What follows belongs to an exercise in optimizing a design on an open flow for small area and a short achievable clock period; a production flow would make more cautious choices. Where RTL was checked, it was by simulation tests only, not by an equivalence proof against the original. For runs 3 to 6, only the layout was checked, not whether the RTL still works. Power is estimated from default activity; no workload was simulated.

==> design/flow/design.v <==
module yuv422_to_rgb
(
    input       wire        clk     ,
    input       wire        cke     ,
    input       wire        yuv_hs  ,
    input       wire        yuv_vs  ,
    input       wire        yuv_de  ,
    input       wire [9 :0] yuv_y   ,
    input       wire [9 :0] yuv_c   ,
    output      wire        rgb_hs  ,
    output      wire        rgb_vs  ,
    output      wire        rgb_de  ,
    output      wire [23:0] rgb_dat
);
wire [7:0] y8 = yuv_y[9:2];
wire [7:0] c8 = yuv_c[9:2];
wire [7:0] y_cl = (y8[7:4] == 4'd0) ? 8'd16 : (y8 > 8'd235) ? 8'd235 : y8;
wire [7:0] c_cl = (c8[7:4] == 4'd0) ? 8'd16 : (c8[7:4] == 4'd15) ? 8'd239 : c8;
reg        cr;
reg  [7:0] s1_y, cbuf, s2_y, p_u, p_v;
reg  [6:0] t_l;  reg t_c;  reg [8:0] t_h;
reg  [9:0] p_l;  reg p_c;  reg [7:0] p_h;
reg  [5:0] m_l;  reg [1:0] m_c;  reg [6:0] m_h;
reg  [6:0] b_l;  reg b_c;  reg [8:0] b_h;
reg  [9:0] r_h, g_h, b4_h;
reg  [2:0] r_c;  reg [3:0] g_c;  reg [1:0] b4_c;
reg  [7:0] s5_r, s5_g, s5_b, s6_r, s6_g, s6_b;
reg  [2:0] sy1, sy2, sy3, sy4, sy5, sy6;
wire [15:0] tyh;
assign tyh[0] = 16'h0000 >> s2_y[7:4];
assign tyh[1] = 16'h0000 >> s2_y[7:4];
assign tyh[2] = 16'h0000 >> s2_y[7:4];
assign tyh[3] = 16'h0000 >> s2_y[7:4];
assign tyh[4] = 16'haaaa >> s2_y[7:4];
assign tyh[5] = 16'hcccc >> s2_y[7:4];
assign tyh[6] = 16'h5a5a >> s2_y[7:4];
assign tyh[7] = 16'h936c >> s2_y[7:4];
assign tyh[8] = 16'hb6da >> s2_y[7:4];
assign tyh[9] = 16'hdb6c >> s2_y[7:4];
assign tyh[10] = 16'h1c70 >> s2_y[7:4];
assign tyh[11] = 16'hb52a >> s2_y[7:4];
assign tyh[12] = 16'h264c >> s2_y[7:4];
assign tyh[13] = 16'h3870 >> s2_y[7:4];
assign tyh[14] = 16'h3f80 >> s2_y[7:4];
assign tyh[15] = 16'hc000 >> s2_y[7:4];
wire [11:0] tyl;
assign tyl[0] = 16'haaaa >> s2_y[3:0];
assign tyl[1] = 16'hcccc >> s2_y[3:0];
assign tyl[2] = 16'h5a5a >> s2_y[3:0];
assign tyl[3] = 16'h936c >> s2_y[3:0];
assign tyl[4] = 16'hb6da >> s2_y[3:0];
assign tyl[5] = 16'hdb6c >> s2_y[3:0];
assign tyl[6] = 16'h1c70 >> s2_y[3:0];
assign tyl[7] = 16'hb52a >> s2_y[3:0];
assign tyl[8] = 16'h264c >> s2_y[3:0];
assign tyl[9] = 16'h3870 >> s2_y[3:0];
assign tyl[10] = 16'h3f80 >> s2_y[3:0];
assign tyl[11] = 16'hc000 >> s2_y[3:0];
wire [17:0] tph;
assign tph[0] = 16'h0000 >> p_v[7:4];
assign tph[1] = 16'h0000 >> p_v[7:4];
assign tph[2] = 16'h0000 >> p_v[7:4];
assign tph[3] = 16'h0000 >> p_v[7:4];
assign tph[4] = 16'h2aaa >> p_v[7:4];
assign tph[5] = 16'h4ccc >> p_v[7:4];
assign tph[6] = 16'h0f0f >> p_v[7:4];
assign tph[7] = 16'h0ff0 >> p_v[7:4];
assign tph[8] = 16'h5aaa >> p_v[7:4];
assign tph[9] = 16'h3999 >> p_v[7:4];
assign tph[10] = 16'h52d2 >> p_v[7:4];
assign tph[11] = 16'h631c >> p_v[7:4];
assign tph[12] = 16'h294a >> p_v[7:4];
assign tph[13] = 16'h18c6 >> p_v[7:4];
assign tph[14] = 16'h2d6b >> p_v[7:4];
assign tph[15] = 16'h318c >> p_v[7:4];
assign tph[16] = 16'h41f0 >> p_v[7:4];
assign tph[17] = 16'h7e00 >> p_v[7:4];
wire [13:0] tpl;
assign tpl[0] = 16'haaaa >> p_v[3:0];
assign tpl[1] = 16'hcccc >> p_v[3:0];
assign tpl[2] = 16'hf0f0 >> p_v[3:0];
assign tpl[3] = 16'hff00 >> p_v[3:0];
assign tpl[4] = 16'haaaa >> p_v[3:0];
assign tpl[5] = 16'h6666 >> p_v[3:0];
assign tpl[6] = 16'hb4b4 >> p_v[3:0];
assign tpl[7] = 16'hc738 >> p_v[3:0];
assign tpl[8] = 16'had6a >> p_v[3:0];
assign tpl[9] = 16'h9ce6 >> p_v[3:0];
assign tpl[10] = 16'hd6b4 >> p_v[3:0];
assign tpl[11] = 16'he738 >> p_v[3:0];
assign tpl[12] = 16'h07c0 >> p_v[3:0];
assign tpl[13] = 16'hf800 >> p_v[3:0];
wire [7:0]  t_lo = tyh[6:0] + tyl[6:0];
wire [8:0]  t_hi = tyh[15:7] + tyl[11:7];
wire [10:0] p_lo = tph[9:0] + tpl[9:0];
wire [7:0]  p_hi = tph[17:10] + tpl[13:10];
wire [7:0]  m_lo = p_v[5:0] + p_u[5:0] + {p_u[2:0], 3'b000} + {p_u[1:0], 4'b0000};
wire [6:0]  m_hi = p_v[7:6] + p_u[7:6] + p_u[7:3] + p_u[7:2];
wire [7:0]  b_lo = {1'b0, p_u[7:2]} + {p_u[5:0], 1'b0} + 7'd16;
wire [8:0]  b_hi = {p_u, 1'b0} + p_u[7:6] - 9'd21;
wire [11:0] r_lo = {t_l, 2'b00} + p_l + {p_c, t_c, 9'd0};
wire [9:0]  r_hi = t_h + {p_h, 1'b0};
wire [13:0] g_lo = {t_l, 3'b000} + {4'b0000, ~p_l} + {~m_l, 4'b0000} + {t_c, 10'd0} + {~p_c, 10'd0} + {~m_c, 10'd0} + 14'd81;
wire [9:0]  g_hi = t_h + {2'b00, ~p_h} + {3'b000, ~m_h} + 10'd20;
wire [8:0]  b4_lo = t_l + b_l + {b_c, 7'd0} + {t_c, 7'd0};
wire [9:0]  b4_hi = t_h + b_h;
function [7:0] sat;
    input [9:0] z;
    sat = z[9] ? 8'd255 : (z[8] ? z[7:0] : 8'd0);
endfunction
always @(posedge clk) begin
    if (cke) begin
        cr   <= yuv_de & ~cr;
        s1_y <= y_cl;
        if (yuv_de & ~cr) cbuf <= c_cl;
        if (yuv_de &  cr) begin
            p_u <= cbuf;
            p_v <= c_cl;
        end
        s2_y <= s1_y;
        t_l <= t_lo[6:0];  t_c <= t_lo[7];   t_h <= t_hi;
        p_l <= p_lo[9:0];  p_c <= p_lo[10];  p_h <= p_hi;
        m_l <= m_lo[5:0];  m_c <= m_lo[7:6]; m_h <= m_hi;
        b_l <= b_lo[6:0];  b_c <= b_lo[7];   b_h <= b_hi;
        r_h  <= r_hi;   r_c  <= r_lo[11:9];
        g_h  <= g_hi;   g_c  <= g_lo[13:10];
        b4_h <= b4_hi;  b4_c <= b4_lo[8:7];
        s5_r <= sat(r_h + r_c);
        s5_g <= sat(g_h + g_c);
        s5_b <= sat(b4_h + b4_c);
        s6_r <= s5_r; s6_g <= s5_g; s6_b <= s5_b;
        sy1 <= {yuv_hs, yuv_vs, yuv_de};
        sy2 <= sy1; sy3 <= sy2; sy4 <= sy3; sy5 <= sy4; sy6 <= sy5;
    end
end
assign {rgb_hs, rgb_vs, rgb_de} = sy6;
assign rgb_dat = {s6_r, s6_g, s6_b};
endmodule
==> design/flow/flow/run.sh <==
#!/bin/bash
# Standard ORFS layout (the standard.sh) with changes that do not touch the design:
#  - ports are buffered with buf_2 instead of the default delay-cell choice
#  - CTS: no dummy load cells, chosen clock buffers and sink cluster size
set -o pipefail
export BUFFER_PORTS_ARGS="-buffer_cell sky130_fd_sc_hd__buf_2"
export CTS_ARGS="-sink_clustering_enable -repair_clock_nets -dont_use_dummy_load -buf_list sky130_fd_sc_hd__clkbuf_16 -sink_clustering_size 25 -sink_clustering_max_diameter 150"
bash standard.sh > standard.log 2>&1
==> design/flow/standard.sh <==
#!/bin/bash
# synth_recipe.tcl (not shown) runs the flow's synth.tcl, then flattens the netlist and writes it again
# the make line also repeats each setting of config.mk as NAME=value (left out here)
make -C /OpenROAD-flow-scripts/flow DESIGN_CONFIG=/design/flow/config.mk WORK_HOME=/design/flow/orfs CLKGATE_MAP_FILE= SYNTH_SCRIPT=/design/flow/synth_recipe.tcl "${@:-finish}"
==> design/flow/config.mk <==
export PLATFORM = sky130hd
export DESIGN_NAME = yuv422_to_rgb
export DESIGN_NICKNAME = yuv422_to_rgb
export VERILOG_FILES = /design/flow/design.v
export SDC_FILE = /design/flow/constraint.sdc
export NUM_CORES = 4
export LEC_CHECK = 0
export CAP_MARGIN = 20
export CORE_MARGIN = 2
export CORE_UTILIZATION = 40
export SETUP_SLACK_MARGIN = 1.6
export SLEW_MARGIN = 20
==> design/flow/constraint.sdc <==
create_clock -name core_clock -period 4.5 [get_ports {clk}]
set_input_delay 0.9000 -clock core_clock [delete_from_list [all_inputs] [get_ports {clk}]]
set_output_delay 0.9000 -clock core_clock [all_outputs]
set_load 0.01 [all_outputs]
==> results of run 1 <==
## state kept, by name (all words and copies together), names as in the netlist, 9 cells and up
signal,cells
p_l,10
b_h,9
t_h,9
r_h,10
g_h,10
b4_h,10
## cell type report
class	instances	area (sq um)
clock buffer	12	300
tap	396	495
timing repair buffer	105	683
inverter	125	469
fill	2833	16700
multi-input combinational	651	5720
sequential	214	6430
## path summary, 6_finish.rpt
kind	depth (start not counted)	from	slack (ps)	endpoint
setup / recovery	11	t_h[1]	1630	g_h[8]
hold / removal	0	s1_y[3]	390	s2_y[3]
setup reg to reg	11	t_h[1]	1630	g_h[8]
hold reg to reg	0	s1_y[3]	390	s2_y[3]
## layout by cell type, fill, tap and decap left out, drive strengths merged, types with 2 or more instances in the layout
master,n
a211oi,5
a21o,25
a21oi,66
a31oi,4
and2,2
and3,5
and4,2
buf,104
clkbuf,13
edfxtp,214
fa,36
ha,161
inv,125
mux2,4
mux2i,5
mux4,4
nand2,50
nand2b,6
nand3,9
nand4,5
nor2,53
nor2b,18
nor3,6
nor3b,3
nor4,2
o211a,3
o211ai,4
o21a,5
o21ai,56
o21bai,5
o31a,3
o31ai,4
o41ai,2
or2,4
or3,5
xnor2,50
xor2,32
## per-layer routing
layer | vias up | track usage [%]
met1 | 3416 | 17.7
met4 | 0 | 4.10
met2 | 90 | 23.2
met3 | 35 | 1.69
li1 | 3756 | -
met5 | - | 0
## repair_timing
item                       CTS  global route
hold buffers                 0             0
pin swaps                    0            19
gates resized for setup      3            39
setup endpoints to repair   10            11
buffers inserted            19            37
## metrics by stage
step | worst slack (ps) | utilization, % | hold slack (ps)
2_1_floorplan | 1630 | - | 400
3_3_place_gp | 1430 | 43.0 | 400
3_5_place_dp | 1410 | 43.0 | 405
4_1_cts | 1570 | 44.5 | 393
5_1_grt | 1540 | 45.8 | 396
6_report | 1630 | 45.8 | 391
## kinds of logic after synthesis
kind of cell,after synthesis
AO/OA/AOI/OAI,189
XOR/XNOR,82
adder cells (fa/ha/maj),197
buffers and inverters,142
flip-flops,214
multiplexers,13
AND/OR/NAND/NOR,170
## power by group through the flow
stage / clock [mW] / sequential [mW] / combinational (mW)
2_1_floorplan: 0 / 2.85 / 1.26
3_3_place_gp: 0 / 2.90 / 1.66
3_5_place_dp: 0 / 2.92 / 1.69
4_1_cts: 1.13 / 2.86 / 1.73
5_1_grt: 1.18 / 2.89 / 2.13
6_report: 1.07 / 2.85 / 1.86
## worst max-delay path: cells and delay by family, from the launching register on
kind            cells  cell delay [ps]
compound gates      4              600
xor+xnor            1               80
fa+ha+maj           4             1430
buf+inv             2              130
flops               1              390
==> metrics.md, run 1 <==
| Metric | Value |
|---|---|
| Yosys synthesis warning count | `1` |
| Placed cell areas | `13200 sq um` |
| Synth Area in Compound Gates | `9.05%` |
| Antenna-violating nets left | `0` |
| Post-detail-place hpwl | `16400 um` |
| CTS Buf Count | `12` |
| Largest cells by area after synthesis | `edfxtp_1, ha_1, fa_1, inv_1, xnor2_1` |
| Worst-path fanout max | `2` |
| CTS H-tree lvls | `1` |
| Final period util | `63.7%` |
| Overall power | `5.78 mW` |
| CP peak stage delay | `440 ps` |
| Synthesized net count | `1229` |
| Row Count | `64` |
| Minimum clock period | `2870 ps` |
| Max VDD drop | `0.212 mV` |
| Post-Synth Simple-Gate Area | `6.42%` |
| First-pass DRT Iterations | `4` |
| Multiplexer area fraction after synthesis | `1.47%` |
| RSZ-0062 raised after global routing | `true` |
| WL met2 | `10600 um` |
| Highest-delay cell along the critical path | `fa_2` |
| Largest family of logic cells by synthesized area | `adder cells` |
| EDFF count, synth | `214` |
| Post-Place Cells | `1435` |
| Top-area cell type share of the netlist area | `51.2%` |
| Synth Area in XOR/XNOR | `5.72%` |
| Wirelength, routed | `21900 um` |
| TNS Setup | `0 ps` |
| Initial antenna violation count | `0` |
| GRT Total Usage | `13.4%` |
| Adder-cell share of the synthesized area | `21.8%` |
| Worst path cell trace | `inv_2 > fa_2 > inv_2 > fa_2 > ha_2 > fa_2 > a21o_1 > a21oi_2 > o21bai_1 > a21oi_1 > xnor2_1` |
| Clk latency of the worst-skew pair | `480 ps` |
| Cell-internal power | `4.04 mW` |
| Clock power frac | `18.5%` |
| Placer Congestion | `0.836` |
| Sequential share of power | `49.3%` |
| DRC Markers | `0` |
| Syn Inst Count | `1007` |
| Final hold vios | `0` |
| Worst-margin pin slew | `717 ps` |
| Area of the mapped netlist | `12600 sq um` |
| Net Sw Frac | `30.2%` |
| CP Launch Type | `register` |
| Final instance area | `14100 sq um` |
| Initial Utilization | `40.8%` |
| Ports | `52` |
| CTS tree | `done` |
| Sequential cell area fraction in the yosys report | `51.2%` |
| Leading area contributor after synthesis | `edfxtp_1` |
| Vias per inst | `4.85` |
| DR iter-0 viols | `288` |
| Core area | `30700 sq um` |
| Hold Crit Class | `reg -> reg` |
| Final Max Slew Viols | `0` |
| Clk slew on worst S/H paths | `100 ps` |
| Vias | `7297` |
| Die area | `32800 sq um` |
| Die width | `181 um` |
| Gr ovfl total | `0` |
| CTS root buffer | `clkbuf_16` |
| Leakage | `5.97 nW` |
| Highest layer used for signal routing | `met4` |
| Routed wl met3 | `553 um` |
| Nets@finish | `1331` |
| Count leader, synth | `edfxtp_1` |
| Maxcap violations | `0` |
| Post-Route Skew | `46.4 ps` |
| Cell mode on critical path | `fa_2` |
| Die H | `181 um` |
| CTS sink cnt | `214` |
| Req. time, crit path | `4750 ps` |
| M1 WL | `10100 um` |
| Synth-to-Final Area Change | `12.3%` |
| Avg Synthesized Cell Area | `12.5 sq um` |
| Dominant synthesized flop cell | `edfxtp_1` |
| Non-Filler Instances | `1503` |
| Critical Path Sink Type | `register` |
| PD cells | `410 nW/um^2` |
| FFs w/ async S/R, synth | `0%` |
| First-pass GRT wire length | `35500 um` |
| Fmax | `349 MHz` |
| Final setup fails | `0` |
| Wire per inst | `14.6 um` |
| Largest net degree at the start of global routing | `87` |
| FF+latch count, synth | `214` |
| CTS Buffer Depth | `3` |
| Worst path arrival time | `3120 ps` |
| Switching pwr | `1.75 mW` |
| Outcome | `timing/DRC/antenna clean` |
| Synth top cells by count | `edfxtp_1, ha_1, inv_1, a21oi_1, nor2_1` |
| Vias in the first global route | `7016` |
| Slew headroom | `52.2%` |
| Share of layout cells above drive strength 1 | `15.5%` |
| Crit path kind | `reg -> reg` |
| Diodes inserted | `0` |
| Combinational share of power | `32.2%` |
| Port-buffer cells | `47` |
| Library cells used by synthesis | `49` |
==> inputs of run 2 (changes only) <==
==> design/flow/flow/run.sh (replaced) <==
#!/bin/bash
# Standard ORFS layout (the standard.sh) with changes that do not touch the design:
#  - ports are buffered with buf_2 instead of the default delay-cell choice
#  - CTS: no dummy load cells, chosen clock buffers and sink cluster size
set -o pipefail
export BUFFER_PORTS_ARGS="-buffer_cell sky130_fd_sc_hd__buf_2"
export CTS_ARGS="-sink_clustering_enable -repair_clock_nets -dont_use_dummy_load -buf_list sky130_fd_sc_hd__clkbuf_8 -sink_clustering_size 16 -sink_clustering_max_diameter 100"
bash standard.sh > standard.log 2>&1
==> metrics.md, run 2 <==
| Metric | Value |
|---|---|
| FFs w/ async S/R, synth | `0%` |
| Ports | `52` |
| TNS Setup | `0 ps` |
| Syn Inst Count | `1007` |
| CTS tree | `done` |
| CTS root buffer | `clkbuf_8` |
| Nets@finish | `1336` |
| Dominant synthesized flop cell | `edfxtp_1` |
| Clk latency of the worst-skew pair | `530 ps` |
| CTS Buffer Depth | `3` |
| WHS Path Cells | `0` |
| Maxcap violations | `0` |
| Initial Utilization | `40.8%` |
| Max VDD drop | `0.203 mV` |
| Largest net degree at the start of global routing | `87` |
| Vias | `7292` |
| Slew headroom | `52.1%` |
| Sequential cell area | `6430 sq um` |
| Synth top cells by count | `edfxtp_1, ha_1, inv_1, a21oi_1, nor2_1` |
| Die H | `181 um` |
| Port-buffer cells | `47` |
| Highest-delay cell along the critical path | `fa_2` |
| CP peak stage delay | `470 ps` |
| Antenna-violating nets left | `0` |
| Avg Synthesized Cell Area | `12.5 sq um` |
| Crit Reg-Reg Startpoint | `t_h[1]` |
| Hold Crit Class | `reg -> reg` |
| Worst path arrival time | `3140 ps` |
| Initial antenna violation count | `0` |
| Final setup fails | `0` |
| EDFF count, synth | `214` |
| Leakage | `5.95 nW` |
| Sequential share of power | `50.0%` |
| Reg-to-reg slack, setup | `1650 ps` |
| Commonest non-fill, non-tap cell in the layout | `edfxtp_1` |
| Outcome | `timing/DRC/antenna clean` |
| Fmax | `351 MHz` |
| Diodes inserted | `0` |
| Switching pwr | `1.77 mW` |
| Commonest cells after routing, fill and taps aside | `edfxtp_1, ha_1, inv_1, a21oi_1, buf_4` |
| Combinational share of power | `33.6%` |
| Worst hold endpoint | `sy6[2]` |
| Gr ovfl total | `0` |
| Worst-margin pin slew | `719 ps` |
| Req. time, crit path | `4790 ps` |
| Leading area contributor after synthesis | `edfxtp_1` |
| Final Max Slew Viols | `0` |
| RSZ-0062 raised after global routing | `true` |
| RR Endpoint | `g_h[8]` |
| Core Util, Final | `45.7%` |
| Yosys synthesis warning count | `1` |
| Cell mode on critical path | `fa_2` |
| DRC Markers | `0` |
| Largest cells by area after synthesis | `edfxtp_1, ha_1, fa_1, inv_1, xnor2_1` |
| Top-area cell type share of the netlist area | `51.2%` |
| Wirelength, routed | `22000 um` |
| Synthesized net count | `1229` |
| Reg2reg path depth | `11` |
| Placer Congestion | `0.836` |
| First-pass DRT Iterations | `4` |
| Vias per inst | `4.84` |
| Final period util | `63.3%` |
| CTS H-tree lvls | `1` |
| Sequential cell area fraction in the yosys report | `51.2%` |
| GRT Total Usage | `13.4%` |
| CP Launch Type | `register` |
| Die width | `181 um` |
| Area occupied by multi-input gates | `5750 sq um` |
| Row Count | `64` |
| CTS Buf Count | `17` |
| Min-delay src | `sy5[2]` |
| CTS sink cnt | `214` |
| PD cells | `405 nW/um^2` |
| Area of the mapped netlist | `12600 sq um` |
| Critical Path Sink Type | `register` |
| Clock power frac | `16.4%` |
| DR iter-0 viols | `277` |
| Post-detail-place hpwl | `16400 um` |
| Minimum clock period | `2850 ps` |
| Clk slew on worst S/H paths | `110 ps` |
| Final hold vios | `0` |
| First-pass GRT wire length | `35500 um` |
| Count leader, synth | `edfxtp_1` |
| Overall power | `5.70 mW` |
| FF+latch count, synth | `214` |
| Vias in the first global route | `7033` |
| Worst-path fanout max | `2` |
| Post-Route Skew | `58.5 ps` |
| Library cells used by synthesis | `49` |
| Crit path kind | `reg -> reg` |
| Wire per inst | `14.6 um` |
| Core area | `30700 sq um` |
| Share of layout cells above drive strength 1 | `16.2%` |
| Synth-to-Final Area Change | `12.0%` |
| Number of fill cells in the layout | `2841` |
| Worst path cell trace | `inv_2 > fa_2 > inv_2 > fa_2 > ha_4 > fa_2 > a21o_1 > a21oi_2 > o21bai_1 > a21oi_1 > xnor2_1` |
| Cell-internal power | `3.93 mW` |
| Die area | `32800 sq um` |
| Net Sw Frac | `31.1%` |
==> run 2: cell counts after synthesis <==
Identical to the previous run, type by type.
==> run 2: stage by stage <==
step / area (sq um) / setup WS (ps) / hold WS [ps] / instances
floorplan: 12600 / 1630 / 400 / 1007
global placement: 13200 / 1430 / 400 / 1435
detailed placement: 13200 / 1410 / 405 / 1435
CTS: 13600 / 1510 / 420 / 1469
global route: 14100 / 1560 / 423 / 1508
finish: 14100 / 1650 / 418 / 1508
==> run 2: routing by layer <==
layer / global-route usage [%] / vias up / routed length, um
met5: 0 / - / 0
met4: 4.33 / 0 / 694
met3: 1.73 / 38 / 543
met2: 23.0 / 88 / 10500
met1: 17.7 / 3404 / 10200
li1: - / 3762 / -
==> run 2: power groups by stage <==
| stage | Sequential [mW] | Clock, mW | Combinational (mW) |
|---|---|---|---|
| after floorplan | 2.85 | 0 | 1.26 |
| after global placement | 2.90 | 0 | 1.66 |
| after detailed placement | 2.92 | 0 | 1.69 |
| after CTS | 2.86 | 0.985 | 1.73 |
| after global routing | 2.89 | 1.05 | 2.18 |
| final | 2.85 | 0.933 | 1.92 |
==> run 2: worst max-delay path: cells and delay by family, from the launching register on <==
| family | cells | cell delay, ps |
|---|---|---|
| adders and majority gates | 4 | 1440 |
| AOI/OAI and AO/OA | 4 | 560 |
| DFF | 1 | 390 |
| buffers and inverters | 2 | 130 |
| xor gates and xnor gates | 1 | 80 |
==> run 2: how the worst max path moves through the flow <==
stage	start	endpoint	slack (ps)	cells past startpoint
final	t_h[1]	g_h[8]	1650	11
after CTS	t_h[1]	g_h[8]	1510	11
after global routing	t_h[3]	g_h[9]	1560	10
after global placement	t_h[1]	g_h[8]	1430	11
after detailed placement	s2_y[1]	t_h[8]	1410	11
after floorplan	t_h[1]	g_h[8]	1630	11
==> run 2: cells by family after synthesis <==
kind of cell               count (synthesis)  share of synthesized area (%)
DFF                                      214                           51.2
adders and majority gates                197                           21.8
AOI/OAI and AO/OA                        189                           9.05
and+or+nand+nor                          170                           6.42
buffers and inverters                    142                           4.37
xor gates and xnor gates                  82                           5.72
muxes                                     13                           1.47
==> run 2: area by class of cell <==
type / count / share of cell area, %
Timing Repair Buffer: 105 / 4.86
Sequential cell: 214 / 45.7
Inverter: 125 / 3.34
Clock buffer: 17 / 1.66
Multi-Input combinational cell: 651 / 40.9
Tap cell: 396 / 3.52
==> run 2: what timing repair did <==
action / CTS / global route
resized for setup: 2 / 47
setup buffers: 17 / 39
endpoints found under the setup margin: 10 / 12
hold buffers: 0 / 0
pin swaps: 0 / 20
==> inputs of run 3 (changes only) <==
--- a/design/flow/design.v
+++ b/design/flow/design.v
@@ -102,5 +102,13 @@
 wire [9:0]  r_hi = t_h + {p_h, 1'b0};
 wire [13:0] g_lo = {t_l, 3'b000} + {4'b0000, ~p_l} + {~m_l, 4'b0000} + {t_c, 10'd0} + {~p_c, 10'd0} + {~m_c, 10'd0} + 14'd81;
-wire [9:0]  g_hi = t_h + {2'b00, ~p_h} + {3'b000, ~m_h} + 10'd20;
+wire [9:0]  ga = {1'b0, t_h};
+wire [9:0]  gb = {2'b00, ~p_h};
+wire [9:0]  gm = {3'b000, ~m_h};
+wire [9:0]  gs1 = ga ^ gb ^ gm;
+wire [9:0]  gc1 = {(ga[8:0] & gb[8:0]) | (ga[8:0] & gm[8:0]) | (gb[8:0] & gm[8:0]), 1'b0};
+wire [9:0]  gk = 10'd20;
+wire [9:0]  gs2 = gs1 ^ gc1 ^ gk;
+wire [9:0]  gc2 = {(gs1[8:0] & gc1[8:0]) | (gs1[8:0] & gk[8:0]) | (gc1[8:0] & gk[8:0]), 1'b0};
+wire [9:0]  g_hi = gs2 + gc2;
 wire [8:0]  b4_lo = t_l + b_l + {b_c, 7'd0} + {t_c, 7'd0};
 wire [9:0]  b4_hi = t_h + b_h;
==> metrics.md, run 3 <==
| Metric | Value |
|---|---|
| Top-area cell type share of the netlist area | `50.9%` |
| DRC Markers | `0` |
| Nets@finish | `1341` |
| Wirelength, routed | `21500 um` |
| EDFF count, synth | `214` |
| Count leader, synth | `edfxtp_1` |
| Row Count | `65` |
| Minimum clock period | `2790 ps` |
| Worst-margin pin slew | `763 ps` |
| Outcome | `timing/DRC/antenna clean` |
| Gr ovfl total | `0` |
| Die width | `182 um` |
| Syn Inst Count | `1028` |
| Diodes inserted | `0` |
| Vias | `7412` |
| Number of fill cells in the layout | `2868` |
| Fmax | `358 MHz` |
| Library cells used by synthesis | `47` |
| Max VDD drop | `0.165 mV` |
| Die H | `182 um` |
| Largest net degree at the start of global routing | `118` |
| Final hold vios | `0` |
| Dominant synthesized flop cell | `edfxtp_1` |
| GRT Total Usage | `12.9%` |
| Final Max Slew Viols | `0` |
| Maxcap violations | `0` |
| Worst-path fanout max | `4` |
| Vias per inst | `4.88` |
| Final period util | `62.1%` |
| DR iter-0 viols | `312` |
| CTS Hold Buffers Added | `0` |
| CTS H-tree lvls | `1` |
| Synth top cells by count | `edfxtp_1, ha_1, inv_1, a21oi_1, nor2_1` |
| First-pass GRT wire length | `34600 um` |
| Share of layout cells above drive strength 1 | `13.1%` |
| Final setup fails | `0` |
| Port-buffer cells | `47` |
| Req. time, crit path | `4780 ps` |
| Clk slew on worst S/H paths | `100 ps` |
| Initial Utilization | `40.3%` |
| Vias in the first global route | `7043` |
| Critical Path Sink Type | `register` |
| TNS Setup | `0 ps` |
| Commonest cells after routing, fill and taps aside | `edfxtp_1, ha_1, inv_1, nor2_1, a21oi_1` |
| Post-detail-place hpwl | `15600 um` |
| RSZ-0062 raised after global routing | `false` |
| Placer Congestion | `0.766` |
| Ports | `52` |
| Commonest non-fill, non-tap cell in the layout | `edfxtp_1` |
| Synthesized net count | `1249` |
| Antenna-violating nets left | `0` |
| Yosys synthesis warning count | `1` |
| CTS tree | `done` |
| Slew headroom | `49.2%` |
| Wire per inst | `14.1 um` |
| FFs w/ async S/R, synth | `0%` |
| Setup Slack @ Placement | `1280 ps` |
| Setup slack after layout | `1710 ps` |
| Initial antenna violation count | `0` |
| Largest cells by area after synthesis | `edfxtp_1, ha_1, fa_1, inv_1, xnor2_1` |
| Area of the mapped netlist | `12600 sq um` |
| Crit path kind | `reg -> reg` |
| Core area | `31300 sq um` |
| CTS sink cnt | `214` |
| FF+latch count, synth | `214` |
| Avg Synthesized Cell Area | `12.3 sq um` |
| Die area | `33000 sq um` |
| Sequential cell area fraction in the yosys report | `50.9%` |
| Worst path arrival time | `3080 ps` |
| Leading area contributor after synthesis | `edfxtp_1` |
| Hold Crit Class | `reg -> reg` |
| CP Launch Type | `register` |
| CTS root buffer | `clkbuf_8` |
| First-pass DRT Iterations | `4` |
| CTS Buffer Depth | `3` |
| Post-Route Skew | `67.2 ps` |
| Leakage | `5.89 nW` |
| Synth-to-Final Area Change | `10.8%` |
| Clk latency of the worst-skew pair | `530 ps` |
| CTS Buf Count | `17` |
| PD cells | `400 nW/um^2` |
-- run 3: what timing repair did --
| item | 4_1_cts | 5_1_grt |
|---|---|---|
| pin swaps | 1 | 11 |
| hold endpoints to repair | 0 | 0 |
| gates resized for setup | 3 | 25 |
| setup buffers | 11 | 32 |
| endpoints found under the setup margin | 7 | 14 |
-- run 3: final timing paths --
path | startpoint | endpoint | slack (ps) | cells past startpoint
setup / recovery | t_l[2] | g_c[2] | 1710 | 10
hold / removal | sy2[1] | sy3[1] | 430 | 0
hold reg to reg | sy2[1] | sy3[1] | 430 | 0
setup reg to reg | t_l[2] | g_c[2] | 1710 | 10
-- run 3: report_power, final --
group / total (mW) / leakage [nW] / internal (mW) / switching, mW
Combinational: 1.81 / 3.69 / 0.842 / 0.964
Clock: 0.933 / 0.122 / 0.342 / 0.592
Sequential: 2.85 / 2.08 / 2.66 / 0.192
-- run 3: routing by layer --
metal / track usage (%) / share of wire (%) / up-vias
li1: - / - / 3817
met3: 1.78 / 3.3 / 32
met4: 3.15 / 2.4 / 0
met2: 22.7 / 49 / 101
met1: 16.9 / 45 / 3462
met5: 0 / 0 / -
-- run 3: cells by family after synthesis --
group	share of synthesized area [%]
adders and majority gates	21.6
buffers and inverters	4.19
xor gates and xnor gates	5.20
and+or+nand+nor	6.93
muxes	1.47
DFF	50.9
AOI/OAI and AO/OA	9.78
-- run 3: final cells by class --
class	instances	area (sq um)	share of cell area (%)
flip-flops and latches	214	6430	45.9
multi-input cells	673	5790	41.3
repair buffers	91	587	4.19
well taps	402	503	3.59
inverters	123	462	3.30
clock buffers	17	234	1.67
-- run 3: critical path, stage by stage, from the launching register on --
cell,delay [ps]
edfxtp_1,450
inv_2,50
fa_2,340
fa_1,480
inv_1,60
ha_4,260
nand4_1,90
o211a_1,290
a211oi_4,330
o31a_2,200
a31oi_1,40
-- run 3: metrics by stage --
stage | instances | instance area [sq um] | utilization (%) | power, mW | hold slack (ps)
3_3_place_gp | 1460 | 13300 | 42.6 | 4.57 | 400
4_1_cts | 1488 | 13700 | 43.6 | 5.59 | 429
2_1_floorplan | 1028 | 12600 | - | 4.15 | 400
5_1_grt | 1520 | 14000 | 44.7 | 6.02 | 432
6_report | 1520 | 14000 | 44.7 | 5.59 | 425
3_5_place_dp | 1460 | 13300 | 42.6 | 4.61 | 405
==> inputs of run 4 (changes only) <==
--- a/design/flow/config.mk
+++ b/design/flow/config.mk
@@ -9,4 +9,4 @@
 export CORE_MARGIN = 2
 export CORE_UTILIZATION = 40
-export SETUP_SLACK_MARGIN = 1.6
+export SETUP_SLACK_MARGIN = 1.7
 export SLEW_MARGIN = 20
==> metrics.md, run 4 <==
| Metric | Value |
|---|---|
| Critical Path Sink Type | `register` |
| Core area | `31300 sq um` |
| CTS root buffer | `clkbuf_8` |
| Nets@finish | `1352` |
| CP Launch Type | `register` |
| Post-Synth Simple-Gate Area | `6.93%` |
| Library cells used by synthesis | `47` |
| CTS tree | `done` |
| Syn Inst Count | `1028` |
| CTS Buf Count | `17` |
| Avg Synthesized Cell Area | `12.3 sq um` |
| EDFF count, synth | `214` |
| Post-Place Cells | `1460` |
| First-pass GRT wire length | `35400 um` |
| Placed cell areas | `13300 sq um` |
| Min-delay src | `cbuf[4]` |
| Ports | `52` |
| PD cells | `399 nW/um^2` |
| Post-detail-place hpwl | `15800 um` |
| Fmax | `359 MHz` |
| CTS H-tree lvls | `1` |
| Initial antenna violation count | `0` |
| Maxcap violations | `0` |
| Yosys synthesis warning count | `1` |
| Largest net degree at the start of global routing | `121` |
| Synth Area in XOR/XNOR | `5.20%` |
| WHS Path Cells | `0` |
| Multiplexer area fraction after synthesis | `1.47%` |
| CP peak stage delay | `510 ps` |
| Leakage | `5.95 nW` |
| Final setup fails | `0` |
| Core Util, Final | `45.3%` |
| Max VDD drop | `0.172 mV` |
| Final hold vios | `0` |
| Wire per inst | `14.5 um` |
| Placer Congestion | `0.799` |
| Outcome | `timing/DRC/antenna clean` |
| Commonest non-fill, non-tap cell in the layout | `edfxtp_1` |
| Post-Route Skew | `55.0 ps` |
| Gr ovfl total | `0` |
| Row Count | `65` |
| Diodes inserted | `0` |
| FF+latch count, synth | `214` |
| Vias per inst | `4.87` |
| CTS Buffer Depth | `3` |
| Clk slew on worst S/H paths | `110 ps` |
| Worst-path fanout max | `4` |
| Slew headroom | `50.6%` |
| RSZ-0062 raised after global routing | `true` |
| Highest-delay cell along the critical path | `fa_1` |
| Reg2reg path depth | `9` |
| Adder-cell share of the synthesized area | `21.6%` |
| Port-buffer cells | `47` |
| GRT Total Usage | `13.4%` |
| Vias | `7461` |
| Worst hold endpoint | `p_u[4]` |
| Hold Crit Class | `reg -> reg` |
| First-pass DRT Iterations | `4` |
| Initial Utilization | `40.3%` |
| Req. time, crit path | `4770 ps` |
| Count leader, synth | `edfxtp_1` |
| Crit Reg-Reg Startpoint | `m_l[1]` |
| Non-Filler Instances | `1531` |
| Antenna-violating nets left | `0` |
| Dominant synthesized flop cell | `edfxtp_1` |
| Reg-to-reg slack, setup | `1710 ps` |
| Worst-margin pin slew | `739 ps` |
| Clk latency of the worst-skew pair | `530 ps` |
| TNS Setup | `0 ps` |
| Synth top cells by count | `edfxtp_1, ha_1, inv_1, a21oi_1, nor2_1` |
| Crit path kind | `reg -> reg` |
| Largest cells by area after synthesis | `edfxtp_1, ha_1, fa_1, inv_1, xnor2_1` |
| Sequential cell area fraction in the yosys report | `50.9%` |
| DR iter-0 viols | `382` |
| Final instance area | `14200 sq um` |
| DRC Markers | `0` |
| Synthesized net count | `1249` |
| Wirelength, routed | `22300 um` |
| CTS Hold Buffers Added | `0` |
| Die H | `182 um` |
| Minimum clock period | `2790 ps` |
| Vias in the first global route | `7117` |
| Synth-to-Final Area Change | `12.3%` |
| Final period util | `62.0%` |
| Final Max Slew Viols | `0` |
| Die width | `182 um` |
| Worst path cell trace | `fa_2 > fa_1 > inv_2 > ha_4 > nand4_1 > o211a_1 > a211oi_4 > o31a_2 > a31oi_1` |
| Leading area contributor after synthesis | `edfxtp_1` |
| Die area | `33000 sq um` |
| FFs w/ async S/R, synth | `0%` |
| Commonest cells after routing, fill and taps aside | `edfxtp_1, ha_1, inv_1, nor2_1, nand2_1` |
| Synth Area in Compound Gates | `9.78%` |
| Largest family of logic cells by synthesized area | `adder cells` |
| Share of layout cells above drive strength 1 | `15.8%` |
| Worst path arrival time | `3060 ps` |
| RR Endpoint | `g_c[2]` |
| Area of the mapped netlist | `12600 sq um` |
| CTS sink cnt | `214` |
| Top-area cell type share of the netlist area | `50.9%` |
run 4: cell counts after synthesis:
No cell type changed its count.
run 4: area by class of cell:
class / count / area, sq um
flip-flops and latches: 214 / 6430
well taps: 402 / 503
fillers: 2866 / 17100
repair buffers: 102 / 686
inverters: 123 / 462
multi-input cells: 673 / 5870
clock buffers: 17 / 234
run 4: how the worst max path moves through the flow:
stage | startpoint | cells after the start | endpoint
3_5_place_dp | p_v[5] | 12 | p_h[6]
6_report | m_l[1] | 9 | g_c[2]
2_1_floorplan | s2_y[1] | 9 | t_h[8]
3_3_place_gp | p_v[5] | 12 | p_h[6]
5_1_grt | t_l[2] | 10 | g_c[2]
4_1_cts | t_h[2] | 11 | g_h[8]
run 4: worst max-delay path, delay by kind of cell (launching register included):
family | cells | cell delay [ps]
adders and majority gates | 3 | 1180
DFF | 1 | 420
and+or+nand+nor | 1 | 80
buffers and inverters | 1 | 50
AOI/OAI and AO/OA | 4 | 840
run 4: metal layers:
layer | vias to the layer above | global-route usage, % | part of all wire, %
li1 | 3844 | - | -
met1 | 3512 | 17.4 | 45
met2 | 81 | 23.8 | 50
met3 | 24 | 1.74 | 2.8
met4 | 0 | 2.99 | 1.7
met5 | - | 0 | 0
run 4: timing repair:
action	4_1_cts	5_1_grt
setup buffers	35	19
pin swaps	11	18
gates resized for setup	12	38
setup endpoints to repair	16	20
run 4: through the flow:
| stage | setup WS [ps] | hold slack, ps | total power [mW] |
|---|---|---|---|
| 3_3_place_gp | 1360 | 400 | 4.57 |
| 3_5_place_dp | 1320 | 405 | 4.62 |
| 4_1_cts | 1680 | 413 | 5.66 |
| 2_1_floorplan | 1730 | 400 | 4.15 |
| 6_report | 1710 | 405 | 5.66 |
| 5_1_grt | 1590 | 432 | 6.09 |
run 4: cells by family after synthesis:
| kind of cell | count (synthesis) |
|---|---|
| buffers and inverters | 141 |
| AO/OA/AOI/OAI | 200 |
| AND/OR/NAND/NOR | 189 |
| adder cells (fa/ha/maj) | 196 |
| flip-flops | 214 |
| XOR/XNOR | 75 |
| multiplexers | 13 |
run 4: power breakdown:
group | switching, mW | leakage (nW) | internal (mW)
Combinational | 1.00 | 3.74 | 0.868
Clock | 0.600 | 0.122 | 0.342
Sequential | 0.187 | 2.08 | 2.66
Total | 1.79 | 5.95 | 3.87
==> inputs of run 5 (changes only) <==
--- a/design/flow/config.mk
+++ b/design/flow/config.mk
@@ -6,4 +6,5 @@
 export NUM_CORES = 4
 export LEC_CHECK = 0
+export ABC_AREA = 1
 export CAP_MARGIN = 20
 export CORE_MARGIN = 2
==> metrics.md, run 5 <==
| Metric | Value |
|---|---|
| Final period util | `60.1%` |
| Setup Slack @ Placement | `1590 ps` |
| CP Launch Type | `register` |
| RR Endpoint | `m_h[5]` |
| FF+latch count, synth | `214` |
| Synth top cells by count | `nand2_1, edfxtp_1, inv_1, ha_1, nand3_1` |
| TNS Setup | `0 ps` |
| Highest-delay cell along the critical path | `fa_1` |
| Vias per inst | `4.72` |
| Sequential cell area | `6430 sq um` |
| Number of fill cells in the layout | `3099` |
| Area of the mapped netlist | `13100 sq um` |
| CTS sink cnt | `214` |
| First-pass DRT Iterations | `6` |
| Die area | `34200 sq um` |
| Initial Utilization | `40.4%` |
| Worst-path fanout max | `3` |
| Clk latency of the worst-skew pair | `510 ps` |
| Port-buffer cells | `47` |
| CTS Buffer Depth | `3` |
| Gr ovfl total | `0` |
| Hold Crit Class | `reg -> reg` |
| Minimum clock period | `2710 ps` |
| Synthesized net count | `1446` |
| Post-detail-place hpwl | `17200 um` |
| DRC Markers | `0` |
| Area occupied by multi-input gates | `5870 sq um` |
| Ports | `52` |
| Vias in the first global route | `7920` |
| Syn Inst Count | `1225` |
| Avg Synthesized Cell Area | `10.7 sq um` |
| Diodes inserted | `0` |
| Dominant synthesized flop cell | `edfxtp_1` |
| FFs w/ async S/R, synth | `0%` |
| Sequential cell area fraction in the yosys report | `49.1%` |
| Fmax | `369 MHz` |
| Wirelength, routed | `22800 um` |
| Core Util, Final | `44.4%` |
| Reg-to-reg slack, setup | `1790 ps` |
| GRT Total Usage | `13.8%` |
| PD cells | `395 nW/um^2` |
| Row Count | `66` |
| Die width | `185 um` |
| Top-area cell type share of the netlist area | `49.1%` |
| Req. time, crit path | `4760 ps` |
| Critical Path Sink Type | `register` |
| Core area | `32400 sq um` |
| Post-Route Skew | `21.4 ps` |
| Leading area contributor after synthesis | `edfxtp_1` |
| Placer Congestion | `0.868` |
| Commonest non-fill, non-tap cell in the layout | `nand2_1` |
| Worst setup endpoint | `m_h[5]` |
| Synth-to-Final Area Change | `9.89%` |
| Die H | `185 um` |
| Commonest cells after routing, fill and taps aside | `nand2_1, edfxtp_1, inv_1, ha_1, nand3_1` |
| Final Max Slew Viols | `0` |
| Nets@finish | `1538` |
| Library cells used by synthesis | `44` |
| Critical path depth | `7` |
| Worst-margin pin slew | `652 ps` |
| Antenna-violating nets left | `0` |
| EDFF count, synth | `214` |
| Largest net degree at the start of global routing | `120` |
| CTS H-tree lvls | `1` |
| CP bufs+invs | `0` |
| Vias | `8291` |
| CTS root buffer | `clkbuf_8` |
| Clk slew on worst S/H paths | `100 ps` |
| CTS Buf Count | `17` |
| Max VDD drop | `0.187 mV` |
| CTS Hold Buffers Added | `0` |
| First-pass GRT wire length | `37600 um` |
| Cell family with most CP delay | `adder cells` |
| Worst path cell trace | `fa_1 > fa_1 > ha_2 > fa_1 > nand3_1 > nand2_1 > xor2_1` |
| Share of layout cells above drive strength 1 | `11.8%` |
| Yosys synthesis warning count | `1` |
| Wire per inst | `13.0 um` |
| Final hold vios | `0` |
| RSZ-0062 raised after global routing | `true` |
| Reg2reg path depth | `7` |
| Crit path kind | `reg -> reg` |
| Count leader, synth | `nand2_1` |
| Cell mode on critical path | `fa_1` |
| Final setup fails | `0` |
| CTS tree | `done` |
| Outcome | `timing/DRC/antenna clean` |
| DR iter-0 viols | `432` |
| Slew headroom | `56.5%` |
| Worst path arrival time | `2960 ps` |
| Initial antenna violation count | `0` |
| Setup slack after layout | `1790 ps` |
| Largest cells by area after synthesis | `edfxtp_1, ha_1, nand2_1, inv_1, fa_1` |
| Overall power | `5.69 mW` |
| Leakage | `6.59 nW` |
| CP peak stage delay | `600 ps` |
| Maxcap violations | `0` |
| Crit Reg-Reg Startpoint | `p_u[3]` |
| Crit. Startpoint | `p_u[3]` |
## run 5: changes by cell type after synthesis, moves of 17 or more
cell	delta
xor2_1	+17
nand2_1	+171
inv_1	+74
a21o_1	-18
o21ai_0	-26
nand3_1	+56
xnor2_1	-38
## run 5: final cells by class
type,instances,share of cell area (%)
multi-input combinational,796,40.8
clock buffer,17,1.63
sequential,214,44.7
tap,442,3.84
inverter,204,5.34
timing repair buffer,84,3.71
## run 5: layer usage
| metal | up-vias | track usage, % | part of all wire [%] |
|---|---|---|---|
| met4 | 0 | 4.41 | 2.9 |
| met5 | - | 0 | 0 |
| met3 | 34 | 1.85 | 3.0 |
| li1 | 4306 | - | - |
| met1 | 3823 | 17.7 | 47 |
| met2 | 128 | 24.0 | 48 |
## run 5: per-stage QoR
step / hold WS (ps) / std cells / instance area (sq um)
5_1_grt: 406 / 1757 / 14400
4_1_cts: 406 / 1728 / 14100
6_report: 402 / 1757 / 14400
3_5_place_dp: 405 / 1705 / 13900
2_1_floorplan: 400 / 1225 / 13100
3_3_place_gp: 400 / 1705 / 13900
## run 5: worst min path at each step
stage / startpoint / end / slack, ps / cells after the start
floorplan: cbuf[0] / p_u[0] / 400 / 0
global placement: s5_b[1] / s6_b[1] / 400 / 0
detailed placement: s5_g[1] / s6_g[1] / 400 / 0
CTS: s1_y[2] / s2_y[2] / 410 / 0
global route: s1_y[2] / s2_y[2] / 410 / 0
finish: s1_y[2] / s2_y[2] / 400 / 0
## run 5: power breakdown
part           switching, mW  total, mW  leakage, nW  internal, mW
sequential             0.192       2.84         2.08          2.65
clock                  0.587      0.928        0.122         0.341
combinational           1.15       1.92         4.39         0.772
total                   1.93       5.69         6.59          3.76
## run 5: cell families (layout without fill, tap and decap cells)
family	after synthesis	in the layout	share of synthesized area [%]
adders and majority gates	196	196	20.8
DFF	214	214	49.1
AOI/OAI and AO/OA	138	138	6.07
xor gates and xnor gates	56	56	3.86
buffers and inverters	215	305	6.27
and+or+nand+nor	406	406	13.9
## run 5: worst register-to-register path, delay by kind of cell, from the launching register on
kind                     cells  cell delay, ps
AND/OR/NAND/NOR              2             160
adder cells (fa/ha/maj)      4            1670
flip-flops                   1             490
XOR/XNOR                     1             140
## run 5: what timing repair did
action / in CTS / in global routing
buffers inserted: 6 / 29
gates resized for setup: 0 / 10
setup endpoints to repair: 5 / 17
pin swaps: 0 / 1
cloned: 0 / 0
==> inputs of run 6 (changes only) <==
--- a/design/flow/config.mk
+++ b/design/flow/config.mk
@@ -6,8 +6,8 @@
 export NUM_CORES = 4
 export LEC_CHECK = 0
-export ABC_AREA = 1
 export CAP_MARGIN = 20
 export CORE_MARGIN = 2
-export CORE_UTILIZATION = 40
-export SETUP_SLACK_MARGIN = 1.7
+export CORE_UTILIZATION = 60
+export PLACE_DENSITY = 0.75
+export SETUP_SLACK_MARGIN = 1.6
 export SLEW_MARGIN = 20
==> metrics.md, run 6 <==
| Metric | Value |
|---|---|
| Outcome | `timing/DRC/antenna clean` |
| DRC Markers | `0` |
| CTS Buffer Depth | `3` |
| Nets@finish | `1332` |
| Hold Crit Class | `reg -> reg` |
| Ports | `52` |
| Top-area cell type share of the netlist area | `50.9%` |
| Vias per inst | `5.42` |
| Worst path arrival time | `3080 ps` |
| Maxcap violations | `0` |
| Final hold vios | `0` |
| Leakage | `5.85 nW` |
| Yosys synthesis warning count | `1` |
| Placer Congestion | `0.839` |
| Antenna-violating nets left | `0` |
| Avg Synthesized Cell Area | `12.3 sq um` |
| Combinational share of power | `32.6%` |
| CTS Hold Buffers Added | `0` |
| Non-Filler Instances | `1384` |
| Largest cells by area after synthesis | `edfxtp_1, ha_1, fa_1, inv_1, xnor2_1` |
| Final Max Slew Viols | `0` |
| Die H | `149 um` |
| Final setup fails | `0` |
| FF+latch count, synth | `214` |
| CTS Buf Count | `17` |
| EDFF count, synth | `214` |
| GRT Total Usage | `19.6%` |
| DR iter-0 viols | `320` |
| Synthesized net count | `1249` |
| Switching pwr | `1.75 mW` |
| Wirelength, routed | `21100 um` |
| Cell-internal power | `3.84 mW` |
| Largest net degree at the start of global routing | `104` |
| CTS H-tree lvls | `1` |
| Req. time, crit path | `4760 ps` |
| Dominant synthesized flop cell | `edfxtp_1` |
| Worst-path fanout max | `4` |
| FFs w/ async S/R, synth | `0%` |
| Critical Path Sink Type | `register` |
| Crit path kind | `reg -> reg` |
| Fmax | `355 MHz` |
| Port-buffer cells | `47` |
| Cell family with most CP delay | `adder cells` |
| CP peak stage delay | `510 ps` |
| Gr ovfl total | `0` |
| TNS Setup | `0 ps` |
| Max VDD drop | `0.264 mV` |
| RSZ-0062 raised after global routing | `true` |
| Library cells used by synthesis | `47` |
| Commonest cells after routing, fill and taps aside | `edfxtp_1, ha_1, inv_1, nor2_1, a21oi_1` |
| Synth top cells by count | `edfxtp_1, ha_1, inv_1, a21oi_1, nor2_1` |
| Clk slew on worst S/H paths | `100 ps` |
| Sequential share of power | `51.1%` |
| Vias in the first global route | `7224` |
| CP bufs+invs | `2` |
| Synth-to-Final Area Change | `9.03%` |
| Core area | `20800 sq um` |
| Clock power frac | `16.3%` |
| CTS sink cnt | `214` |
| CP Launch Type | `register` |
| Count leader, synth | `edfxtp_1` |
| Die area | `22200 sq um` |
| First-pass DRT Iterations | `4` |
| Final period util | `62.6%` |
| Worst path cell trace | `inv_2 > fa_2 > fa_1 > inv_2 > ha_4 > nand4_1 > o211a_1 > a211oi_4 > o31a_2 > a31oi_1` |
| Area of the mapped netlist | `12600 sq um` |
| Highest-delay cell along the critical path | `fa_1` |
| Minimum clock period | `2820 ps` |
| Share of layout cells above drive strength 1 | `12.5%` |
| CTS root buffer | `clkbuf_8` |
| Wire per inst | `15.2 um` |
| Post-Route Skew | `41.6 ps` |
| Net Sw Frac | `31.2%` |
| Vias | `7503` |
| Commonest non-fill, non-tap cell in the layout | `edfxtp_1` |
| Syn Inst Count | `1028` |
| Slew headroom | `44.1%` |
| Sequential cell area fraction in the yosys report | `50.9%` |
| Post-detail-place hpwl | `15600 um` |
| Cell mode on critical path | `inv_2` |
| PD cells | `406 nW/um^2` |
| Post-Place Cells | `1333` |
| First-pass GRT wire length | `34400 um` |
| Diodes inserted | `0` |
| Worst-margin pin slew | `838 ps` |
| Initial Utilization | `60.7%` |
| Die width | `149 um` |
| CTS tree | `done` |
| Leading area contributor after synthesis | `edfxtp_1` |
| Clk latency of the worst-skew pair | `510 ps` |
| Initial antenna violation count | `0` |
| Row Count | `53` |
==> run 6: repair_timing <==
item                                    CTS  global route
endpoints found under the hold margin     0             0
resized for setup                         3            25
cloned                                    0             0
pin swaps                                 0            13
setup buffers                            15            19
endpoints found under the setup margin   10            16
==> run 6: worst paths after layout <==
kind              startpoint  cells after the start  slack [ps]      end
hold / removal       s1_y[4]                      0         370  s2_y[4]
setup / recovery      t_l[2]                     10        1680   g_c[2]
hold reg to reg      s1_y[4]                      0         370  s2_y[4]
setup reg to reg      t_l[2]                     10        1680   g_c[2]
==> run 6: metal layers <==
| metal | wire length [um] | part of all wire, % | GRT usage, % | up-vias |
|---|---|---|---|---|
| met2 | 10800 | 51 | 34.6 | 105 |
| met1 | 9220 | 44 | 25.4 | 3563 |
| met5 | 0 | 0 | 0 | - |
| met4 | 516 | 2.4 | 6.24 | 0 |
| li1 | - | - | - | 3805 |
| met3 | 575 | 2.7 | 2.26 | 30 |
==> run 6: cell type report <==
| type | instances | area, sq um |
|---|---|---|
| Fill cell | 1572 | 7050 |
| Timing Repair Buffer | 82 | 517 |
| Clock buffer | 17 | 234 |
| Sequential cell | 214 | 6430 |
| Multi-Input combinational cell | 673 | 5790 |
| Inverter | 123 | 462 |
| Tap cell | 275 | 344 |
==> run 6: cells by family after synthesis <==
family / Yosys count / share of synthesized area, %
buffers and inverters: 141 / 4.19
adder cells (fa/ha/maj): 196 / 21.6
XOR/XNOR: 75 / 5.20
AND/OR/NAND/NOR: 189 / 6.93
flip-flops: 214 / 50.9
multiplexers: 13 / 1.47
AO/OA/AOI/OAI: 200 / 9.78
==> run 6: worst reg2reg max path: stages (launching register included) <==
cell and delay, ps:
edfxtp_1 400, inv_2 60, fa_2 390, fa_1 510, inv_2 50, ha_4 250
nand4_1 80, o211a_1 280, a211oi_4 290, o31a_2 200, a31oi_1 40
==> run 6: metrics by stage <==
stage / hold WS [ps] / setup WS (ps) / area, sq um / util (%) / total power [mW]
after floorplan: 400 / 1670 / 12600 / - / 4.15
after global placement: 400 / 1400 / 13200 / 63.2 / 4.54
after detailed placement: 405 / 1380 / 13200 / 63.2 / 4.62
after CTS: 364 / 1590 / 13500 / 64.9 / 5.56
after global routing: 379 / 1570 / 13800 / 66.1 / 6.01
final: 367 / 1680 / 13800 / 66.1 / 5.59
==> run 6: power groups by stage <==
stage                     clock network (mW)  registers, mW  logic, mW
after floorplan                            0           2.85       1.30
after global placement                     0           2.90       1.64
after detailed placement                   0           2.92       1.70
after CTS                              0.950           2.86       1.75
after global routing                    1.02           2.89       2.10
final                                  0.913           2.85       1.82
==> inputs of run 7 (changes only) <==
--- a/design/flow/design.v
+++ b/design/flow/design.v
@@ -19,7 +19,8 @@
 reg        cr;
 reg  [7:0] s1_y, cbuf, s2_y, p_u, p_v;
+reg [12:0] p_25u;      
 reg  [6:0] t_l;  reg t_c;  reg [8:0] t_h;
 reg  [9:0] p_l;  reg p_c;  reg [7:0] p_h;
-reg  [5:0] m_l;  reg [1:0] m_c;  reg [6:0] m_h;
+reg  [5:0] m_l;  reg m_c;  reg [6:0] m_h;
 reg  [6:0] b_l;  reg b_c;  reg [8:0] b_h;
 reg  [9:0] r_h, g_h, b4_h;
@@ -95,11 +96,12 @@
 wire [10:0] p_lo = tph[9:0] + tpl[9:0];
 wire [7:0]  p_hi = tph[17:10] + tpl[13:10];
-wire [7:0]  m_lo = p_v[5:0] + p_u[5:0] + {p_u[2:0], 3'b000} + {p_u[1:0], 4'b0000};
-wire [6:0]  m_hi = p_v[7:6] + p_u[7:6] + p_u[7:3] + p_u[7:2];
+wire [12:0] u25  = {cbuf, 4'b0000} + {cbuf, 3'b000} + cbuf;
+wire [6:0]  m_lo = p_v[5:0] + p_25u[5:0];
+wire [6:0]  m_hi = p_v[7:6] + p_25u[12:6];
 wire [7:0]  b_lo = {1'b0, p_u[7:2]} + {p_u[5:0], 1'b0} + 7'd16;
 wire [8:0]  b_hi = {p_u, 1'b0} + p_u[7:6] - 9'd21;
 wire [11:0] r_lo = {t_l, 2'b00} + p_l + {p_c, t_c, 9'd0};
 wire [9:0]  r_hi = t_h + {p_h, 1'b0};
-wire [13:0] g_lo = {t_l, 3'b000} + {4'b0000, ~p_l} + {~m_l, 4'b0000} + {t_c, 10'd0} + {~p_c, 10'd0} + {~m_c, 10'd0} + 14'd81;
+wire [13:0] g_lo = {t_l, 3'b000} + {4'b0000, ~p_l} + {~m_l, 4'b0000} + {t_c, 10'd0} + {~p_c, 10'd0} + {~m_c, 10'd0} + 14'd2129;
 wire [9:0]  ga = {1'b0, t_h};
 wire [9:0]  gb = {2'b00, ~p_h};
@@ -125,9 +127,10 @@
             p_u <= cbuf;
             p_v <= c_cl;
+            p_25u <= u25;
         end
         s2_y <= s1_y;
         t_l <= t_lo[6:0];  t_c <= t_lo[7];   t_h <= t_hi;
         p_l <= p_lo[9:0];  p_c <= p_lo[10];  p_h <= p_hi;
-        m_l <= m_lo[5:0];  m_c <= m_lo[7:6]; m_h <= m_hi;
+        m_l <= m_lo[5:0];  m_c <= m_lo[6]; m_h <= m_hi;
         b_l <= b_lo[6:0];  b_c <= b_lo[7];   b_h <= b_hi;
         r_h  <= r_hi;   r_c  <= r_lo[11:9];
--- a/design/flow/config.mk
+++ b/design/flow/config.mk
@@ -6,8 +6,8 @@
 export NUM_CORES = 4
 export LEC_CHECK = 0
+export ABC_AREA = 1
 export CAP_MARGIN = 20
 export CORE_MARGIN = 2
-export CORE_UTILIZATION = 60
-export PLACE_DENSITY = 0.75
-export SETUP_SLACK_MARGIN = 1.6
+export CORE_UTILIZATION = 40
+export SETUP_SLACK_MARGIN = 2.1
 export SLEW_MARGIN = 20
==> metrics.md, run 7 <==
| Metric | Value |
|---|---|
| Nets@finish | `1620` |
| Commonest cells after routing, fill and taps aside | `nand2_1, edfxtp_1, inv_1, ha_1` |
| Worst-margin pin slew | `1100 ps` |
| RSZ-0062 raised after global routing | `true` |
| Req. time, crit path | `4770 ps` |
| Row Count | `67` |
| Highest-delay cell along the critical path | `edfxtp_1` |
| EDFF count, synth | `223` |
| FF+latch count, synth | `223` |
| Wire per inst | `13.9 um` |
| Crit path kind | `reg -> reg` |
| Hold Crit Class | `reg -> reg` |
| Yosys synthesis warning count | `1` |
| Crit. Startpoint | `t_h[2]` |
| TNS Setup | `0 ps` |
| DRC Markers | `0` |
| Sequential cell area fraction in the yosys report | `49.5%` |
| Clock power frac | `15.1%` |
| Top-area cell type share of the netlist area | `49.5%` |
| First-pass DRT Iterations | `4` |
| Switching pwr | `2.18 mW` |
| GRT Total Usage | `14.3%` |
| Number of fill cells in the layout | `3095` |
| Net Sw Frac | `34.3%` |
| Syn Inst Count | `1281` |
| Worst path arrival time | `2750 ps` |
| Overall power | `6.36 mW` |
| Final hold vios | `0` |
| Fmax | `404 MHz` |
| Largest net degree at the start of global routing | `115` |
| Count leader, synth | `nand2_1` |
| Antenna-violating nets left | `0` |
| CTS Buffer Depth | `3` |
| Sequential share of power | `46.1%` |
| Synthesized net count | `1495` |
| Max VDD drop | `0.248 mV` |
| Post-detail-place hpwl | `18300 um` |
| First-pass GRT wire length | `41000 um` |
| Post-Route Skew | `31.9 ps` |
| CTS sink cnt | `223` |
| Cell-internal power | `4.18 mW` |
| Maxcap violations | `0` |
| CP peak stage delay | `470 ps` |
| Area of the mapped netlist | `13500 sq um` |
| Leakage | `6.88 nW` |
| Clk slew on worst S/H paths | `100 ps` |
| CTS Hold Buffers Added | `0` |
| Outcome | `timing/DRC/antenna clean` |
| Setup Slack @ Placement | `1540 ps` |
| Initial antenna violation count | `0` |
| Die width | `188 um` |
| FFs w/ async S/R, synth | `0%` |
| Vias in the first global route | `8546` |
| Avg Synthesized Cell Area | `10.6 sq um` |
| CP Launch Type | `register` |
| PD cells | `405 nW/um^2` |
| Initial Utilization | `40.5%` |
| Share of layout cells above drive strength 1 | `20.9%` |
| Critical Path Sink Type | `register` |
| Vias per inst | `4.82` |
| Worst path cell trace | `inv_2 > fa_1 > ha_1 > inv_2 > ha_4 > fa_2 > nand4_1 > nand3_1 > xor2_1` |
| CTS root buffer | `clkbuf_8` |
| CTS tree | `done` |
| Ports | `52` |
| Commonest non-fill, non-tap cell in the layout | `nand2_1` |
| Gr ovfl total | `0` |
| Clk latency of the worst-skew pair | `540 ps` |
| Library cells used by synthesis | `42` |
| Diodes inserted | `0` |
| Combinational share of power | `38.8%` |
| Placer Congestion | `0.882` |
| Port-buffer cells | `47` |
| Dominant synthesized flop cell | `edfxtp_1` |
| Worst-path fanout max | `3` |
| DR iter-0 viols | `398` |
| Final instance area | `15700 sq um` |
| Cell mode on critical path | `inv_2` |
| Largest cells by area after synthesis | `edfxtp_1, ha_1, nand2_1, inv_1, fa_1` |
| Synth top cells by count | `nand2_1, edfxtp_1, inv_1, ha_1, nand3_1` |
| Min-delay src | `s5_g[1]` |
| Leading area contributor after synthesis | `edfxtp_1` |
| Minimum clock period | `2480 ps` |
| Setup slack after layout | `2020 ps` |
| Vias | `8927` |
| Slew headroom | `26.3%` |
| Wirelength, routed | `25700 um` |
| Placed cell areas | `14300 sq um` |
| Final setup fails | `0` |
| CTS Buf Count | `17` |
| Final Max Slew Viols | `0` |
| Synth-to-Final Area Change | `16.1%` |
| Die H | `188 um` |
| CTS H-tree lvls | `1` |
| Core area | `33400 sq um` |
| Crit Reg-Reg Startpoint | `t_h[2]` |
| Die area | `35300 sq um` |
| Final period util | `55.0%` |
==> run 7: final timing paths <==
kind,to,slack [ps],cells after the start
max,g_h[8],2020,9
min,s6_g[1],410,0
max reg2reg,g_h[8],2020,9
min reg2reg,s6_g[1],410,0
==> run 7: kinds of logic (layout without fill, tap and decap cells) <==
kind of cell / Yosys count / in the layout / synth area share (%)
and+or+nand+nor: 447 / 447 / 14.6
AOI/OAI and AO/OA: 143 / 143 / 6.09
DFF: 223 / 223 / 49.5
xor gates and xnor gates: 67 / 67 / 4.34
buffers and inverters: 212 / 335 / 6.12
adders and majority gates: 189 / 189 / 19.3
==> run 7: final cells by class <==
type | count | area [sq um] | share of cell area, %
repair inverters | 1 | 5.00 | 0.0319
well taps | 448 | 561 | 3.57
inverters | 199 | 758 | 4.83
multi-input cells | 846 | 6630 | 42.3
repair buffers | 118 | 806 | 5.13
clock buffers | 17 | 234 | 1.49
flip-flops and latches | 223 | 6700 | 42.7
==> run 7: layer usage <==
layer | global-route usage, % | vias up | wire length [um]
met5 | 0 | - | 0
met4 | 4.72 | 0 | 853
met3 | 1.78 | 49 | 740
met2 | 25.1 | 154 | 12600
met1 | 18.3 | 4156 | 11600
li1 | - | 4568 | -
==> run 7: metrics by stage <==
stage / utilization, % / std cells / hold WS (ps)
floorplan: - / 1281 / 400
global placement: 42.8 / 1765 / 400
detailed placement: 42.8 / 1765 / 405
CTS: 45.2 / 1815 / 409
global route: 47.0 / 1852 / 421
finish: 47.0 / 1852 / 405
==> run 7: critical path, delay by kind of cell (launching register included) <==
kind                     cells  cell delay, ps
adder cells (fa/ha/maj)      4            1260
flip-flops                   1             470
AND/OR/NAND/NOR              2             190
buffers and inverters        2             150
XOR/XNOR                     1             150
==> run 7: power by group through the flow <==
| stage | combinational (mW) | sequential [mW] | clock [mW] |
|---|---|---|---|
| final | 2.47 | 2.93 | 0.958 |
| after global routing | 2.77 | 2.97 | 1.06 |
| after CTS | 2.27 | 2.93 | 1.01 |
| after detailed placement | 1.90 | 3.00 | 0 |
| after global placement | 1.87 | 2.99 | 0 |
| after floorplan | 1.42 | 2.94 | 0 |
==> run 7: what timing repair did <==
action,4_1_cts,5_1_grt
cloned,0,1
endpoints found under the setup margin,27,26
pin swaps,18,42
buffers inserted,33,36
gates resized for setup,60,86
==> inputs of run 8 (changes only) <==
--- a/design/flow/config.mk
+++ b/design/flow/config.mk
@@ -10,4 +10,4 @@
 export CORE_MARGIN = 2
 export CORE_UTILIZATION = 40
-export SETUP_SLACK_MARGIN = 2.1
+export SETUP_SLACK_MARGIN = 1.7
 export SLEW_MARGIN = 20
==> metrics.md, run 8 <==
| Metric | Value |
|---|---|
| Outcome | `timing/DRC/antenna clean` |
| Worst path cell trace | `inv_1 > fa_1 > inv_1 > ha_1 > ha_1 > a21oi_1 > o21ai_0 > nand2_1 > nand3_1 > nand2_1 > nand2_1` |
| First-pass GRT wire length | `39600 um` |
| Maxcap violations | `0` |
| FF+latch count, synth | `223` |
| Largest net degree at the start of global routing | `116` |
| DRC Markers | `0` |
| Highest-delay cell along the critical path | `fa_1` |
| Synthesized net count | `1495` |
| Combinational share of power | `33.1%` |
| TNS Setup | `0 ps` |
| Leading area contributor after synthesis | `edfxtp_1` |
| Reg-to-reg slack, setup | `1840 ps` |
| Slew headroom | `29.1%` |
| Busiest grt layer | `met2` |
| Final Max Slew Viols | `0` |
| Worst-margin pin slew | `1050 ps` |
| Commonest cells after routing, fill and taps aside | `nand2_1, edfxtp_1, inv_1, ha_1, nand3_1` |
| CTS sink cnt | `223` |
| Share of layout cells above drive strength 1 | `9.60%` |
| Nets@finish | `1570` |
| PD cells | `396 nW/um^2` |
| RSZ-0062 raised after global routing | `false` |
| Gr ovfl total | `0` |
| First-pass DRT Iterations | `5` |
| Dominant synthesized flop cell | `edfxtp_1` |
| Sequential cell area fraction in the yosys report | `49.5%` |
| Max VDD drop | `0.219 mV` |
| Placer Congestion | `0.870` |
| Minimum clock period | `2660 ps` |
| Initial antenna violation count | `0` |
| Diodes inserted | `0` |
| Vias per inst | `4.72` |
| Vias in the first global route | `8235` |
| Final setup fails | `0` |
| CTS root buffer | `clkbuf_8` |
| Vias | `8497` |
| Post-Place Cells | `1765` |
| FFs w/ async S/R, synth | `0%` |
| Library cells used by synthesis | `42` |
| Ports | `52` |
| Antenna-violating nets left | `0` |
| Commonest non-fill, non-tap cell in the layout | `nand2_1` |
| CTS Buffer Depth | `3` |
| Met1 Resource Use GR | `17.5%` |
| Count leader, synth | `nand2_1` |
| CP peak stage delay | `540 ps` |
| Critical Path Sink Type | `register` |
| CP Launch Type | `register` |
| Final period util | `59.2%` |
| Hold Crit Class | `reg -> reg` |
| Worst-path fanout max | `3` |
| Wirelength, routed | `23800 um` |
| Leakage | `6.63 nW` |
| GRT Total Usage | `13.7%` |
| Core area | `33400 sq um` |
| Crit path kind | `reg -> reg` |
| Number of fill cells in the layout | `3238` |
| Fmax | `375 MHz` |
| CTS Buf Count | `17` |
| Final hold vios | `0` |
| Clk slew on worst S/H paths | `100 ps` |
| Worst path arrival time | `2920 ps` |
| CTS tree | `done` |
| Avg Synthesized Cell Area | `10.6 sq um` |
| Met3 usage | `1.83%` |
| Cell-internal power | `3.85 mW` |
| Port-buffer cells | `47` |
| Synth-to-Final Area Change | `8.63%` |
| Post-Route Skew | `32.0 ps` |
| Row Count | `67` |
run 8: cell count changes in the layout (fill, tap and decap cells not counted), sizes merged:
cell and delta:
clkinvlp -2, buf -49, inv +1
run 8: worst max-delay path: cells and delay by family, from the launching register on:
family / cells / cell delay, ps
adder cells (fa/ha/maj): 3 / 1150
AND/OR/NAND/NOR: 4 / 330
AO/OA/AOI/OAI: 2 / 310
flip-flops: 1 / 460
buffers and inverters: 2 / 130
run 8: logic make-up (layout without fill, tap and decap cells):
| family | count (synthesis) | in the layout | synth area share, % |
|---|---|---|---|
| adders and majority gates | 189 | 189 | 19.3 |
| buffers and inverters | 212 | 285 | 6.12 |
| xor gates and xnor gates | 67 | 67 | 4.34 |
| and+or+nand+nor | 447 | 447 | 14.6 |
| AOI/OAI and AO/OA | 143 | 143 | 6.09 |
| DFF | 223 | 223 | 49.5 |
run 8: path summary, 6_finish.rpt:
path,cells after the start,from,to
worst max-delay path,11,t_l[4],g_c[2]
worst min-delay path,0,s5_b[2],s6_b[2]
worst max register to register,11,t_l[4],g_c[2]
worst min register to register,0,s5_b[2],s6_b[2]
run 8: per-layer routing:
layer	vias up	routed length, um
li1	4459	-
met1	3897	11100
met3	32	687
met4	0	592
met5	-	0
met2	109	11400
run 8: power by group through the flow:
stage	clock network (mW)	logic [mW]	registers [mW]
global route	1.07	2.24	2.98
finish	0.954	1.93	2.94
global placement	0	1.86	2.99
CTS	1.01	1.91	2.95
floorplan	0	1.41	2.93
detailed placement	0	1.89	3.00
run 8: final cells by class:
type                       instances  area, sq um  share of cell area, %
tap                              448          561                   3.82
timing repair buffer              69          419                   2.85
clock buffer                      17          234                   1.59
inverter                         199          752                   5.12
sequential                       223         6700                   45.6
multi-input combinational        846         6020                   41.0
run 8: metrics by stage:
step                      hold WS [ps]  worst slack [ps]  cell area [sq um]  total power, mW
final                              418              1840              14700             5.82
after global routing               433              1700              14700             6.28
after CTS                          423              1750              14500             5.87
after detailed placement           405              1610              14300             4.89
after global placement             400              1670              14300             4.86
after floorplan                    400              1960              13500             4.35
run 8: timing repair:
item                       4_1_cts  5_1_grt
gates resized for setup          0        8
setup endpoints to repair        4        9
setup buffers                    3       17
pin swaps                        0        1

Setup slack of run 8, layout unchanged: 1.836 ns with ideal ports, 1.836 ns with driving cells assumed (clock clkbuf_16, inputs buf_2), 1.695 ns with port delays also shifted by the 0.557 ns mid clock arrival.
